What follows belongs to an exercise in optimizing a design on an open flow for small area and a short achievable clock period; a production flow would make more cautious choices.
Function was checked by simulation only, so behaviour that the tests miss may differ from the original.
Power and IR drop assume default switching activity.

`flow/config.mk`:
```
export PLATFORM = sky130hd
export DESIGN_NAME = mcu_main
export DESIGN_NICKNAME = mcu_main
export VERILOG_FILES = /design/flow/design.v
export SDC_FILE = /design/flow/constraint.sdc
export NUM_CORES = 4
export LEC_CHECK = 0
export CAP_MARGIN = 20
export CORE_MARGIN = 2
export CORE_UTILIZATION = 40
export PLACE_DENSITY = 0.6
export SLEW_MARGIN = 20
```
`flow/constraint.sdc`:
```
create_clock -name core_clock -period 10.0 [get_ports {clk}]
set_input_delay 2.0000 -clock core_clock [delete_from_list [all_inputs] [get_ports {clk}]]
set_output_delay 2.0000 -clock core_clock [all_outputs]
set_load 0.01 [all_outputs]
```
`flow/design.v`:
```
`timescale 1ns / 1ps
module constant(input [5:0] immidiate_value,input cs,output [7:0] constant_unit_out);
reg [7:0] constantunit;
always@(cs , immidiate_value)
begin
if (cs)
    if (immidiate_value[5] == 1'b0)
        constantunit =  8'b0000_0000+  immidiate_value ;
    else
        constantunit = 8'b1100_0000 + immidiate_value;
else
    constantunit = 8'b0000_0000+  immidiate_value;
end
assign constant_unit_out = constantunit;
endmodule
module mux_a(
input MA,  
input [7:0]PC_minus1,   
input [7:0]register_a,  
output [7:0] mux_a_out   
);
reg [7:0] mux_a;   
always@(MA,PC_minus1,register_a)begin
if (MA)
    mux_a = PC_minus1;
else
    mux_a = register_a;
end
assign mux_a_out = mux_a ;
endmodule
module mux_b(
input MB,  
input [7:0]constantunit_out,   
input [7:0]register_b,  
output [7:0]mux_b_out   
);
reg [7:0]mux_b;   
always@(MB,constantunit_out,register_b)begin
if (MB)
    mux_b = constantunit_out;
else
    mux_b = register_b;
end
assign mux_b_out = mux_b ;
endmodule
module mux_d(
input [1:0] MD,  
input [7:0]alu_out,   
input [7:0] mem_data,  
input [7:0] in_out,
output [7:0] mux_d_out   
);
reg [7:0]mux_d;   
always@(MD,alu_out,mem_data,in_out)begin
if (MD == 2'b01)
    begin
    mux_d = mem_data;
    end
else if (MD == 2'b10)
    begin
    mux_d = in_out;
    end
else
    begin
    mux_d = alu_out;
    end
end
assign mux_d_out = mux_d ;
endmodule
module mux_c(
input [1:0] BS,  
input [7:0] pc_value,   
input [7:0] RAA,  
input [7:0] Braa,
output [7:0] pc_out);
parameter pc = 2'b00;
parameter jump = 2'b10;
reg [7:0]mux_c; 
always@( BS , pc_value, RAA, Braa)begin
case (BS)  
    pc:
    mux_c = pc_value + 8'h1;
    jump:
    mux_c = RAA;
    default:
    mux_c = Braa; 
endcase
end
assign pc_out = mux_c ;
endmodule
module adder(input [7:0]pc,input [7:0]bus_b,output [7:0]BrA);
assign BrA = pc + bus_b;
endmodule
module brancher(input [1:0] BS_in,input ps,input z,output [1:0] BS_out);
assign BS_out = {BS_in[1],(BS_in[0]&(BS_in[1]|(ps ^ z)))};
endmodule
`timescale 1ns / 1ps
module inst_decoder(
    input [16:0] instruction,
    output  RW,
    output  [2:0] DA, 
    output [1:0] MD , 
    output [1:0] BS,  
    output PS, 
    output MW, 
    output [3:0] FS, 
    output MA, 
    output MB, 
    output [2:0]AA,  
    output [2:0]BA,  
    output CS,  
    output [2:0] SH,  
    output output_write_enable );
parameter NOP = 5'b00000;  
parameter SUB = 5'b00001;  
parameter JML = 5'b00010;  
parameter JMP =	5'b00011;  
parameter AIU =	5'b00100;  
parameter ST  = 5'b00101;  
parameter AND = 5'b00110;  
parameter JMR =	5'b00111;  
parameter LSL =	5'b01000;  
parameter ADI = 5'b01001;  
parameter OR  = 5'b01010;  
parameter BZ  = 5'b01011;  
parameter MOV = 5'b01100;  
parameter LD  = 5'b01101;  
parameter SLT = 5'b01110;  
parameter ADD = 5'b01111;  
parameter OUT = 5'b10000;  
parameter NOT = 5'b10001;  
parameter IN  = 5'b10010;  
parameter BNZ = 5'b10011;  
parameter XRI = 5'b10100;  
parameter LSR = 5'b10101;  
reg RW_WIRE;
reg [2:0] DA_WIRE;   
reg[1:0] MD_WIRE ; 
reg[1:0] BS_WIRE;   
reg  PS_WIRE ;  
reg  MW_WIRE ;  
reg [3:0] FS_WIRE;  
reg MA_WIRE ;  
reg MB_WIRE ;  
reg [2:0]AA_WIRE ;  
reg [2:0]BA_WIRE ;  
reg CS_WIRE ;  
reg [2:0] SH_WIRE;
reg [4:0] opcode;
reg output_write_enable_wire;
always@(*) begin
opcode = instruction[16:12]; 
case(opcode)
    NOP:begin     
    RW_WIRE = 1'b0; DA_WIRE = 3'b000; MD_WIRE = 2'b00;BS_WIRE = 2'b00;PS_WIRE = 1'b0;MW_WIRE = 1'b0;FS_WIRE = 4'b0000; MA_WIRE = 1'b0; MB_WIRE = 1'b0; AA_WIRE = 3'b000; BA_WIRE = 3'b000; CS_WIRE = 1'b0;SH_WIRE=3'h0; output_write_enable_wire = 1'b0;
    end 
    SUB:begin  
    RW_WIRE = 1'b1; DA_WIRE = instruction[11:9]; MD_WIRE = 2'b00;BS_WIRE = 2'b00;PS_WIRE = 1'b0;MW_WIRE = 1'b0;FS_WIRE = 4'b0010; MA_WIRE = 1'b0; MB_WIRE = 1'b0; AA_WIRE = instruction[8:6]; BA_WIRE = instruction[5:3]; CS_WIRE = 1'b0;SH_WIRE = 3'h0; output_write_enable_wire = 1'b0; 
    end 
    JML:begin    
    RW_WIRE = 1'b1; DA_WIRE = instruction[11:9]; MD_WIRE = 2'b00;BS_WIRE = 2'b11;PS_WIRE = 1'b0;MW_WIRE = 1'b0 ;FS_WIRE = 4'b1000; MA_WIRE = 1'b1; MB_WIRE = 1'b1; AA_WIRE = 3'b000; BA_WIRE = 3'b000; CS_WIRE = 1'b1;SH_WIRE = 3'h0;SH_WIRE=3'h0; output_write_enable_wire = 1'b0; 
    end 
    JMP:begin  
    RW_WIRE = 1'b0; DA_WIRE = 3'b000; MD_WIRE = 2'b00;BS_WIRE = 2'b11;PS_WIRE = 1'b0;MW_WIRE = 1'b0;FS_WIRE = 4'b0000; MA_WIRE = 1'b0; MB_WIRE = 1'b1; AA_WIRE = 3'b000; BA_WIRE = 3'b000; CS_WIRE = 1'b1;SH_WIRE = 3'h0;  output_write_enable_wire = 1'b0; 
    end 
    AIU:begin  
    RW_WIRE = 1'b1; DA_WIRE = instruction[11:9]; MD_WIRE = 2'b00;BS_WIRE = 2'b00;PS_WIRE = 1'b0;MW_WIRE = 1'b0;FS_WIRE = 4'b0001; MA_WIRE = 1'b0; MB_WIRE = 1'b1; AA_WIRE = instruction[8:6]; BA_WIRE = 3'b000; CS_WIRE = 1'b1;SH_WIRE = 3'h0; output_write_enable_wire = 1'b0; 
    end
    ST:begin   
    RW_WIRE = 1'b0; DA_WIRE = instruction[11:9]; MD_WIRE = 2'b00;BS_WIRE = 2'b00;PS_WIRE = 1'b0;MW_WIRE = 1'b1;FS_WIRE = 4'b0000; MA_WIRE = 1'b0; MB_WIRE = 1'b0; AA_WIRE = instruction[8:6]; BA_WIRE = instruction[5:3]; CS_WIRE = 1'b0; SH_WIRE = 3'h0;output_write_enable_wire = 1'b0; 
    end 
    AND:begin   
    RW_WIRE = 1'b1; DA_WIRE = instruction[11:9]; MD_WIRE = 2'b00;BS_WIRE = 2'b00;PS_WIRE = 1'b0;MW_WIRE = 1'b0;FS_WIRE = 4'b1001; MA_WIRE = 1'b0; MB_WIRE = 1'b0; AA_WIRE = instruction[8:6]; BA_WIRE = instruction[5:3]; CS_WIRE = 1'b0; SH_WIRE = 3'h0; output_write_enable_wire = 1'b0;
    end
    JMR:begin   
    RW_WIRE = 1'b0; DA_WIRE = 3'b000; MD_WIRE = 2'b00;BS_WIRE = 2'b10;PS_WIRE = 1'b0;MW_WIRE = 1'b0;FS_WIRE = 4'b0000; MA_WIRE = 1'b0; MB_WIRE = 1'b0; AA_WIRE = instruction[8:6]; BA_WIRE = 3'b000; CS_WIRE = 1'b0; SH_WIRE = 3'h0;output_write_enable_wire = 1'b0; 
    end 
    LSL:begin   
    RW_WIRE = 1'b1; DA_WIRE = instruction[11:9]; MD_WIRE = 2'b00;BS_WIRE = 2'b00;PS_WIRE = 1'b0;MW_WIRE = 1'b0;FS_WIRE = 4'b0110; MA_WIRE = 1'b0; MB_WIRE = 1'b0; AA_WIRE = instruction[8:6]; BA_WIRE = 3'b000; CS_WIRE = 1'b0;SH_WIRE = instruction[2:0];output_write_enable_wire = 1'b0;  
    end 
    ADI:begin   
    RW_WIRE = 1'b1; DA_WIRE = instruction[11:9]; MD_WIRE = 2'b00;BS_WIRE = 2'b00;PS_WIRE = 1'b0;MW_WIRE = 1'b0;FS_WIRE = 4'b0001; MA_WIRE = 1'b0; MB_WIRE = 1'b1; AA_WIRE = instruction[8:6]; BA_WIRE = 3'b000; CS_WIRE = 1'b1;SH_WIRE=3'h0;output_write_enable_wire = 1'b0;  
    end 
    OR:begin  
    RW_WIRE = 1'b1; DA_WIRE = instruction[11:9]; MD_WIRE = 2'b00;BS_WIRE = 2'b00;PS_WIRE = 1'b0;MW_WIRE = 1'b0;FS_WIRE = 4'b0011; MA_WIRE = 1'b0; MB_WIRE = 1'b0; AA_WIRE = instruction[8:6]; BA_WIRE = instruction[5:3]; CS_WIRE = 1'b0;SH_WIRE=3'h0; output_write_enable_wire = 1'b0; 
    end
    BZ:begin   
    RW_WIRE = 1'b0; DA_WIRE = 3'b000; MD_WIRE = 2'b00;BS_WIRE = 2'b01;PS_WIRE = 1'b0;MW_WIRE = 1'b0;FS_WIRE = 4'b1000; MA_WIRE = 1'b0; MB_WIRE = 1'b1; AA_WIRE = instruction[8:6]; BA_WIRE = 3'b000; CS_WIRE = 1'b1;SH_WIRE =3'h0;output_write_enable_wire = 1'b0;  
    end 
    MOV:begin  
    RW_WIRE = 1'b1; DA_WIRE = instruction[11:9]; MD_WIRE = 2'b00;BS_WIRE = 2'b00;PS_WIRE = 1'b0;MW_WIRE = 1'b0;FS_WIRE = 4'b1000; MA_WIRE = 1'b0; MB_WIRE = 1'b0; AA_WIRE = instruction[8:6]; BA_WIRE = 3'b000; CS_WIRE = 1'b0;SH_WIRE = 3'h0; output_write_enable_wire = 1'b0; 
    end 
    LD:begin   
    RW_WIRE = 1'b1; DA_WIRE = instruction[11:9]; MD_WIRE = 2'b01;BS_WIRE = 2'b00;PS_WIRE = 1'b0;MW_WIRE = 1'b0;FS_WIRE = 4'b0000; MA_WIRE = 1'b0; MB_WIRE = 1'b0; AA_WIRE = instruction[8:6]; BA_WIRE = 3'b000; CS_WIRE = 1'b0;SH_WIRE = 3'h0; output_write_enable_wire = 1'b0; 
    end 
    SLT:begin  
    RW_WIRE = 1'b1; DA_WIRE = instruction[11:9]; MD_WIRE = 2'b00;BS_WIRE = 2'b00;PS_WIRE = 1'b0;MW_WIRE = 1'b0;FS_WIRE = 4'b1010; MA_WIRE = 1'b0; MB_WIRE = 1'b0; AA_WIRE = instruction[8:6]; BA_WIRE = instruction[5:3]; CS_WIRE = 1'b0;SH_WIRE = 3'h0;  output_write_enable_wire = 1'b0;
    end 
    ADD:begin  
    RW_WIRE = 1'b1; DA_WIRE = instruction[11:9]; MD_WIRE = 2'b00;BS_WIRE = 2'b00;PS_WIRE = 1'b0;MW_WIRE = 1'b0;FS_WIRE = 4'b0001; MA_WIRE = 1'b0; MB_WIRE = 1'b0; AA_WIRE = instruction[8:6]; BA_WIRE = instruction[5:3]; CS_WIRE = 1'b0;SH_WIRE = 3'h0; output_write_enable_wire = 1'b0; 
    end
    OUT:begin   
    RW_WIRE = 1'b0; DA_WIRE = 3'b000; MD_WIRE = 2'b00;BS_WIRE = 2'b00;PS_WIRE = 1'b0;MW_WIRE = 1'b1;FS_WIRE = 4'b0000; MA_WIRE = 1'b0; MB_WIRE = 1'b0; AA_WIRE = instruction[8:6]; BA_WIRE = instruction[5:3]; CS_WIRE = 1'b0;SH_WIRE=3'h0; output_write_enable_wire = 1'b1; 
    end 
    NOT:begin  
    RW_WIRE = 1'b1; DA_WIRE = instruction[11:9]; MD_WIRE = 2'b00;BS_WIRE = 2'b00;PS_WIRE = 1'b0;MW_WIRE = 1'b0;FS_WIRE = 4'b1100; MA_WIRE = 1'b0; MB_WIRE = 1'b0; AA_WIRE = instruction[8:6]; BA_WIRE = 3'b000; CS_WIRE = 1'b0;SH_WIRE=3'h0; output_write_enable_wire = 1'b0; 
    end 
    IN:begin  
    RW_WIRE = 1'b1; DA_WIRE = instruction[11:9]; MD_WIRE = 2'b10;BS_WIRE = 2'b00;PS_WIRE = 1'b0;MW_WIRE = 1'b0;FS_WIRE = 4'b0000; MA_WIRE = 1'b0; MB_WIRE = 1'b0; AA_WIRE = instruction[8:6]; BA_WIRE = 3'b000; CS_WIRE = 1'b0;SH_WIRE=3'h0; output_write_enable_wire = 1'b0; 
    end 
    BNZ:begin  
    RW_WIRE = 1'b0; DA_WIRE = 3'b000; MD_WIRE = 2'b00;BS_WIRE = 2'b11;PS_WIRE = 1'b1;MW_WIRE = 1'b0;FS_WIRE = 4'b1000; MA_WIRE = 1'b0; MB_WIRE = 1'b1; AA_WIRE = instruction[8:6]; BA_WIRE = 3'b000; CS_WIRE = 1'b1;SH_WIRE= 3'h0; output_write_enable_wire = 1'b0; 
    end 
    XRI:begin   
    RW_WIRE = 1'b1; DA_WIRE = instruction[11:9]; MD_WIRE = 2'b00;BS_WIRE = 2'b00;PS_WIRE = 1'b0;MW_WIRE = 1'b0;FS_WIRE = 4'b0100; MA_WIRE = 1'b0; MB_WIRE = 1'b1; AA_WIRE = instruction[8:6]; BA_WIRE = 3'b000; CS_WIRE = 1'b0;SH_WIRE=3'h0; output_write_enable_wire = 1'b0;  
    end 
    LSR:begin   
    RW_WIRE = 1'b1; DA_WIRE = instruction[11:9]; MD_WIRE = 2'b00;BS_WIRE = 2'b00;PS_WIRE = 1'b0;MW_WIRE = 1'b0;FS_WIRE = 4'b0101; MA_WIRE = 1'b0; MB_WIRE = 1'b0; AA_WIRE = instruction[8:6]; BA_WIRE = 3'b000; CS_WIRE = 1'b0;SH_WIRE = instruction[2:0];output_write_enable_wire = 1'b0;  
    end 
    default: begin
    RW_WIRE = 1'b0; DA_WIRE = 3'b000; MD_WIRE = 2'b00;BS_WIRE = 2'b00;PS_WIRE = 1'b0;MW_WIRE = 1'b0;FS_WIRE = 4'b0000; MA_WIRE = 1'b0; MB_WIRE = 1'b0; AA_WIRE = 3'b000; BA_WIRE = 3'b000; CS_WIRE = 1'b0;SH_WIRE=3'h0;output_write_enable_wire = 1'b0;
    end 
    endcase
end
assign RW = RW_WIRE;
assign DA = DA_WIRE;
assign MD = MD_WIRE;
assign BS = BS_WIRE;
assign PS = PS_WIRE;
assign MW = MW_WIRE;
assign FS = FS_WIRE;
assign MA = MA_WIRE;
assign MB = MB_WIRE;
assign AA = AA_WIRE;
assign BA = BA_WIRE;
assign CS = CS_WIRE;
assign SH = SH_WIRE;
assign output_write_enable = output_write_enable_wire;
endmodule
`timescale 1ns / 1ps
module Data_hazard(input [2:0] AA,input [2:0] BA,input [2:0] DA,input RW,input MA,input MB,output DHS);
reg or_1,comp_1,comp_2,HA,HB;
always@(AA,BA,DA,RW,MA,MB)
begin    
or_1 = DA[0]|DA[1]|DA[2];
if (AA ^ DA)   
    comp_1 = 1'b0;
else
    comp_1 = 1'b1;
if (BA ^ DA)   
    comp_2 = 1'b0;
else
    comp_2 = 1'b1; 
HA = RW & or_1 & ~MA & comp_1;
HB = RW & or_1 & ~MB & comp_2;    
end  
assign DHS = ~(HA | HB);
endmodule
module branchpredictor(
input [1:0] BS,
output B_D);
assign B_D = ~(BS[0] | BS [1]);
endmodule
`timescale 1ns / 1ps
module alu(
           input [7:0] A,B,  
           input [3:0] FS, 
           input [2:0] sh,  
           output [7:0] F,  
           output C,  
           output N , 
           output V , 
           output Z  
           );
reg [8:0] outputreg ; 
reg zeroflag;
reg overflowflag;
reg carryflag;
reg negativeflag;
reg [7:0]overflowregister;
reg [2:0] shift;
parameter d = 0;
parameter nop = 4'b0000; 
parameter add = 4'b0001; 
parameter sub = 4'b0010; 
parameter xor2 = 4'b0011; 
parameter or2 = 4'b0100; 
parameter logicshift_right = 4'b0101; 
parameter logicshift_left = 4'b0110; 
parameter compliment = 4'b0111; 
parameter bypass =	4'b1000; 
parameter and2 = 4'b1001; 
parameter greater_comparison = 4'b1010; 
parameter equality_comparison = 4'b1011; 
parameter not2 = 4'b1100; 
always @(A,B,FS,sh)
begin
overflowflag = 1'b0;
overflowregister = 8'h0;
case(FS)
    add:outputreg = A + B; 
    sub:outputreg = A + ~B + 1; 
    and2:outputreg = A & B; 
    or2:outputreg = A | B; 
    xor2:outputreg = A ^ B; 
    bypass:outputreg = A; 
    not2:outputreg = ~A; 
    greater_comparison:outputreg = A>B ? 1'b0 : 1'b1 ;
    equality_comparison:outputreg = A==B ? 8'h0 : 8'h1; 
    logicshift_right:outputreg = A >> sh; 
    logicshift_left:outputreg = A << sh; 
    compliment:outputreg = ~A;
    default:outputreg = 9'h0;
endcase
zeroflag = (outputreg == 0)? 1'b1: 1'b0;  
negativeflag = outputreg[7];  
carryflag = outputreg[8];  
if (FS == 1 )begin
  overflowflag = ( (A[7] == B[7]) && (A[7] !=  outputreg[7])) ? 1'b1 : 1'b0;
   end
  else if (FS == 2 )begin
   overflowregister = ~B+8'b1;
  overflowflag = ((A[7] == overflowregister[7]) && (A[7] !=  outputreg[7])) ? 1'b1 : 1'b0;
   end
end
assign F = outputreg[7:0];
assign N = negativeflag;
assign C = carryflag;
assign V = overflowflag;
assign Z = zeroflag;
endmodule
`timescale 1ns / 1ps
module Register_file(clk,reset,a_address,b_address,d_address,datain,write_en,a_data,b_data);
input clk;
input reset;  
input [2:0]a_address;
input [2:0]b_address;
input [2:0]d_address;
input [7:0]datain;
input write_en;
output [7:0]a_data;
output [7:0]b_data;
reg [7:0]regs[7:0];
integer k;
always@(negedge clk )begin
    if (~reset) begin
        for (k=0; k<8; k=k+1)
            regs[k] <= 8'h0;
    end else if(d_address == 3'h0 && write_en)begin
        regs[d_address] <= 8'h0;
    end else if( write_en )  begin
        regs[d_address] <= datain;
    end
    end
assign a_data = regs [a_address];
assign b_data = regs [b_address ];                              
endmodule
`timescale 1ns / 1ps
module Data_memory(
    input clk,  
    input reset,  
    input write,  
    input [7:0] address,  
    input [7:0] datain,  
    output[7:0] dataout  
      );
     reg [0:7]ram[0:255] ;  
     reg [7:0] addressregister;  
     integer i;
     always @(negedge clk)  
     begin
        if (~reset) begin
        for (i=0; i<256; i=i+1)
            ram[i] <= 8'h0;
        addressregister <= 8'h0;
        end
        else if (write)   
        ram[address]<=datain;   
        else  
        addressregister <= address;  
     end 
     assign dataout = ram[addressregister];     
endmodule
`timescale 10ns / 1ps
module mcu_main(input clk,input reset,
                input [16:0] instr,      
                input [7:0] io_in,       
                output [7:0] pc,         
                output io_we,            
                output [7:0] io_addr,    
                output [7:0] io_data);   
reg[7:0] pc_1_reg;
reg[16:0] instruction_reg;
reg [7:0] pc_2_reg ;
reg RW_decode_reg ; 
reg [2:0] DA_decode_reg;  
reg  [1:0] MD_decode_reg;  
reg [1:0] BS_reg;  
reg  PS_reg ; 
reg MW_reg;  
reg [3:0] FS_reg ; 
reg [2:0] SH_reg ;  
reg [7:0] MUX_A_out_reg ;  
reg [7:0] MUX_B_out_reg ;
reg output_write_enable_reg;
reg RW_execute_reg ; 
reg [2:0] DA_execute_reg;  
reg [2:0] MD_execute_reg;  
reg [7:0] F_out_reg ;  
reg [7:0] data_out_reg ;
reg [7:0] inout_reg;
reg[7:0] pc_reg;   
wire resetwire;
wire [7:0] pc_1_wire;  
wire [16:0] instruction_wire;   
wire [7:0] pc_2_wire ; 
wire RW_decode_wire ; 
wire [2:0] DA_decode_wire;  
wire  [1:0] MD_decode_wire;  
wire [1:0] BS_decode_wire;  
wire  PS_wire ; 
wire MW_wire;  
wire [3:0] FS_wire ; 
wire [2:0] SH_wire ;  
wire [7:0] MUX_A_out_wire ;  
wire [7:0] MUX_B_out_wire ;  
wire output_write_enable_wire;
wire cs_wire ;
wire MA_wire;
wire MB_wire;
wire [2:0]AA_wire;
wire [2:0]BA_wire;
wire [7:0] constant_unit_wire;
wire [7:0] a_data_wire;
wire [7:0] b_data_wire;
wire [2:0] DA_hazard_wire;
wire RW_hazard_wire;
wire RW_execute_wire ; 
wire [2:0] DA_execute_wire;  
wire [2:0] MD_execute_wire;  
wire [7:0] F_out_wire ;  
wire [7:0] data_out_wire ;
wire [7:0] inout_wire;
wire zero_flag_wire;
wire carry_wire;
wire negative_flag_wire;
wire [7:0]BrA_wire;
wire [7:0] pc_wire;   
wire [7:0] mux_d_out_wire; 
wire [1:0] BS_wire;
wire B_D_wire;
wire DHS;
wire [1:0]BS_brancher_wire;
assign resetwire = ~reset;
assign pc = pc_reg;
assign instruction_wire = instr;
assign pc_1_wire = pc_reg + 8'h1;
assign pc_2_wire = pc_1_reg;
assign RW_execute_wire = RW_decode_reg;
constant interface2 (.immidiate_value(instruction_reg[5:0]),.cs(cs_wire),.constant_unit_out(constant_unit_wire));
mux_a interface3 (.MA(MA_wire),.PC_minus1(pc_1_reg),.register_a(a_data_wire),.mux_a_out(MUX_A_out_wire));
mux_b interface4 (.MB(MB_wire),.constantunit_out(constant_unit_wire),.register_b(b_data_wire),.mux_b_out(MUX_B_out_wire));
Register_file interface5 (.clk(clk),.reset(reset),.a_address(AA_wire),.b_address(BA_wire),.d_address(DA_execute_reg),.datain(mux_d_out_wire),
                         .write_en(RW_execute_reg),.a_data(a_data_wire),.b_data(b_data_wire));
inst_decoder interface6(.instruction(instruction_reg),.MA(MA_wire),.MB(MB_wire),.AA(AA_wire),.BA(BA_wire),.CS(cs_wire),
                              .RW(RW_decode_wire),.DA(DA_decode_wire),.MD(MD_decode_wire),.BS(BS_decode_wire),.PS(PS_wire),
                              .MW(MW_wire),.FS(FS_wire),.SH(SH_wire),.output_write_enable(output_write_enable_wire));
Data_hazard interface7(.AA(AA_wire),.BA(BA_wire),.DA(DA_decode_reg),.RW(RW_decode_reg),.MA(MA_wire),.MB(MB_wire),.DHS(DHS));
assign MD_execute_wire = MD_decode_reg;
assign DA_execute_wire = DA_decode_reg;
Data_memory interface8(.clk(clk),.reset(reset),.write(MW_reg),.address(MUX_A_out_reg),.datain(MUX_B_out_reg),.dataout(data_out_wire));
adder interface9(.pc(pc_2_reg),.bus_b(MUX_B_out_reg),.BrA(BrA_wire));
alu interface10(.A(MUX_A_out_reg),.B(MUX_B_out_reg),.FS(FS_reg),.sh(SH_reg),.F(F_out_wire),.C(carry_wire),
                .N(negative_flag_wire),.Z(zero_flag_wire));
assign io_we = output_write_enable_reg;
assign io_addr = MUX_A_out_reg;
assign io_data = MUX_B_out_reg;
assign inout_wire = io_in;
mux_d interface11(.MD(MD_execute_reg),.alu_out(F_out_reg),.in_out(inout_reg),.mem_data(data_out_reg),.mux_d_out(mux_d_out_wire));
brancher interface12(.BS_in(BS_reg),.ps(PS_wire),.z(zero_flag_wire),.BS_out(BS_brancher_wire));
mux_c interface13(.BS(BS_brancher_wire),.pc_value(pc_reg),.RAA(MUX_A_out_reg),.Braa(BrA_wire),.pc_out(pc_wire));
branchpredictor interface14(.BS(BS_brancher_wire),.B_D(B_D_wire));   
always @(posedge clk ) begin
if (~reset) begin
pc_1_reg <= 8'h0;
instruction_reg <= 17'h0;
pc_2_reg <= 8'h0;
RW_decode_reg <= 1'h0;
DA_decode_reg <= 3'h0;
MD_decode_reg <= 2'h0;
BS_reg <= 2'h0;
PS_reg <= 2'h0;
MW_reg <= 1'h0;
FS_reg <= 4'h0;
SH_reg <= 3'h0;
MUX_A_out_reg <= 8'h0;
MUX_B_out_reg <= 8'h0;
output_write_enable_reg <= 1'h0;
RW_execute_reg <= 1'h0;
DA_execute_reg <= 3'h0;
MD_execute_reg <= 2'h0;
F_out_reg <= 8'h0;
data_out_reg <= 8'h0;
inout_reg <= 8'h0;
pc_reg <= 8'h0;
end
else 
begin
if (DHS )
    pc_1_reg <= pc_1_wire;
if (DHS)
    instruction_reg <= instruction_wire;
if (DHS)
    pc_2_reg <= pc_2_wire;
RW_decode_reg <= (RW_decode_wire  & B_D_wire &DHS);
DA_decode_reg <= { DA_decode_wire[2] & DHS & B_D_wire ,DA_decode_wire[1] & DHS & B_D_wire ,DA_decode_wire[0] & DHS & B_D_wire };
MD_decode_reg <= MD_decode_wire;
BS_reg <= {BS_decode_wire[1] & DHS & B_D_wire ,BS_decode_wire[0] & DHS & B_D_wire };        
PS_reg <= PS_wire;
MW_reg <= (MW_wire & DHS & B_D_wire);
FS_reg <= FS_wire;
SH_reg <= SH_wire;
MUX_A_out_reg <= MUX_A_out_wire;
MUX_B_out_reg <= MUX_B_out_wire;
output_write_enable_reg <= output_write_enable_wire;
RW_execute_reg <= RW_execute_wire;
DA_execute_reg <= DA_execute_wire ;
MD_execute_reg <= MD_execute_wire;
F_out_reg <= F_out_wire;
data_out_reg <= data_out_wire;
inout_reg <= inout_wire;
if (DHS)
    pc_reg <= pc_wire;
end
end
endmodule
```
`flow/run.sh`:
```
#!/bin/bash
# synth_recipe.tcl (not shown) runs the flow's synth.tcl, then flattens the netlist and writes it again
# the make line also repeats each setting of config.mk as NAME=value (left out here)
make -C /OpenROAD-flow-scripts/flow DESIGN_CONFIG=/design/flow/config.mk WORK_HOME=/design/flow/orfs CLKGATE_MAP_FILE= SYNTH_SCRIPT=/design/flow/synth_recipe.tcl finish
```
==> out/qor.csv <==
metric;value;unit
share of layout cells above drive strength 1;16.8;%
global-route wire length before repair;458000;µm
clock-pin slew on the worst setup and hold paths;0.07;ns
# nets final;9148;
main combinational cell family by area after synthesis;multiplexers;
Clock Latency Late Sink;0.90;ns
LEAKAGE;47.2;nW
filler cell count;21900;
EDFF count, synth;2112;
drt total wl;309000;µm
initial antenna violation count;12;
sequential share of the synthesized area;64.2;%
post-synthesis simple-gate area fraction;12.9;%
vias in the first global route;75700;
WL/cell;24.4;µm
final setup TNS;0;ns
Main synth FF type;edfxtp_1;
worst relative slew slack;27.3;%
Synth cell types;75;
io pins;52;
largest net degree at the start of global routing;145;
Port Buffers;51;
Die ar.;260000;µm²
Largest register FFs;2048;
die height;510;µm
Rows;185;
Worst Setup Start Kind;input pin;
max-slew violations;0;
syn avg cell area;14.3;µm²
Adder-Cell Fraction of Synth Area;0.472;%
Synth Area in XOR/XNOR;0.154;%
Multi-input gate area;33200;µm²
starting density of the core;40.2;%
Finished Core Util;48.6;%
complex-gate fraction of the synthesized area;2.87;%
total CTS buffers;235;
largest fanout on the critical path;16;
Worst Tran Pin Value;1.08;ns
post-synthesis mux area share;15.7;%
Hold Fails Final Rpt;0;
Hold Path Class;register to register;
Synth async-reset ratio;0;%
gr ovfl total;0;
Finished Cell Area;123000;µm²
Max Cap Violations;0;
Post-Syn Area;102000;µm²
sequential cell area;65700;µm²
setup repair bufs after CTS;0;
Yosys reg bits;2224;
CTS Hold Bufs;0;
Post-CTS Resized;0;
CTS tree;done;
DRC;0;
Yosys warnings;12;
Clock Tree Root;clkbuf_16;
commonest cells after routing, fill and taps aside;2,201 x inv_1, 2,112 x edfxtp_1, 1,914 x nor3_1;
status;finished clean;
total track usage;23.4;%
die outline width;510;µm
Final HPWL DP;185000;µm
Synth Instances;7168;
Power Dens Cells;210;nW/µm²
Worst EP arrival;4.47;ns
TritonCTS Sinks;2224;
htree depth;4;
global placer's final weighted congestion;0.896;
Clock Skews;0.110;ns
Worst EP required;5.44;ns
critical path class;input pin to register;
dpl cell area;108000;µm²
Hold WS;0.455;ns
RSZ-0062 raised after global routing;false;
Max clock buf depth;3;
P&R area growth vs syn;20.8;%
initial DRC count;9764;
leading cell type in the layout, fill and taps excluded;inv_1;
post-route ant nets;0;
CP Capture Type;register;
VDD IR max;0.199;mV
final setup vio count;0;
vias post-DR;73500;
core outline area;254000;µm²
first drt pass iteration count;6;
number of vias per cell;5.81;
## final cells by class
cell class              instances  share of cell area, %
diodes                          3                0.00608
clock buffers                 239                   4.82
clock inverters              2309                   8.01
inverters                      36                  0.158
multi-input cells            3985                   26.9
flip-flops and latches       2224                   53.2
well taps                    3366                   3.41
repair buffers                483                   3.53
## through the flow
stage	std cells	power, W	setup WS, ns
detailed placement	10100	0.0147	0.217
global route	12600	0.0272	0.904
global placement	10100	0.0147	0.290
finish	12600	0.0259	0.973
floorplan	7175	0.0136	0.956
CTS	12600	0.0261	1.06
## worst paths after layout
kind	startpoint	cells after the start	slack [ns]	to
max reg2reg	interface8.addressregister[0]$_SDFFE_NN0N_	6	1.05	data_out_reg[4]$_SDFF_PN0_
min reg2reg	instruction_reg[10]$_SDFFE_PN0N_	2	0.46	DA_decode_reg[1]$_SDFF_PN0_
max	reset	4	0.97	interface8.ram[194][3]$_SDFFCE_NN0P_
min	instruction_reg[10]$_SDFFE_PN0N_	2	0.46	DA_decode_reg[1]$_SDFF_PN0_
## cell families after synthesis
group           Yosys count
mux                     737
xor+xnor                 18
flops                  2224
other cells               1
buf+inv                 966
simple gates           2693
compound gates          492
fa+ha+maj                37
## report_power, final
group | switching [W] | total, W | internal (W)
sequential | 0.000215 | 0.0108 | 0.0106
clock | 0.00621 | 0.0125 | 0.00629
combinational | 0.00173 | 0.00261 | 0.000879
total | 0.00815 | 0.0259 | 0.0177
## synthesized netlist by cell type, drive strengths merged (9+ instances only)
master | number | share of area, %
edfxtp | 2112 | 62
nor3 | 1915 | 9.4
clkbuf | 824 | 3.0
mux4 | 693 | 15
nor2 | 292 | 1.1
o21ai | 270 | 1.3
nand2 | 213 | 0.78
dfxtp | 112 | 2.2
buf | 105 | 0.48
and2 | 68 | 0.42
a21oi | 63 | 0.31
nand3 | 60 | 0.29
mux2i | 36 | 0.35
inv | 35 | 0.13
ha | 33 | 0.40
a211oi | 31 | 0.23
nand4 | 25 | 0.16
o211ai | 25 | 0.18
a31oi | 23 | 0.14
nand2b | 22 | 0.13
nor2b | 21 | 0.13
or3 | 18 | 0.11
and3 | 16 | 0.098
xnor2 | 14 | 0.12
nor4 | 10 | 0.061
a22oi | 9 | 0.066
## worst max-delay path, stage by stage
cell     delay [ns]
buf_8          0.16
and2_2         0.70
nand3_4        0.54
o21ai_0        1.01
## layer usage
| layer | share of wire, % | vias to the layer above | track usage, % |
|---|---|---|---|
| met5 | 0.015 | - | 0 |
| met4 | 2.7 | 8 | 10.2 |
| met3 | 10 | 491 | 7.02 |
| met2 | 47 | 4242 | 35.8 |
| met1 | 40 | 36800 | 31.1 |
| li1 | - | 31900 | - |
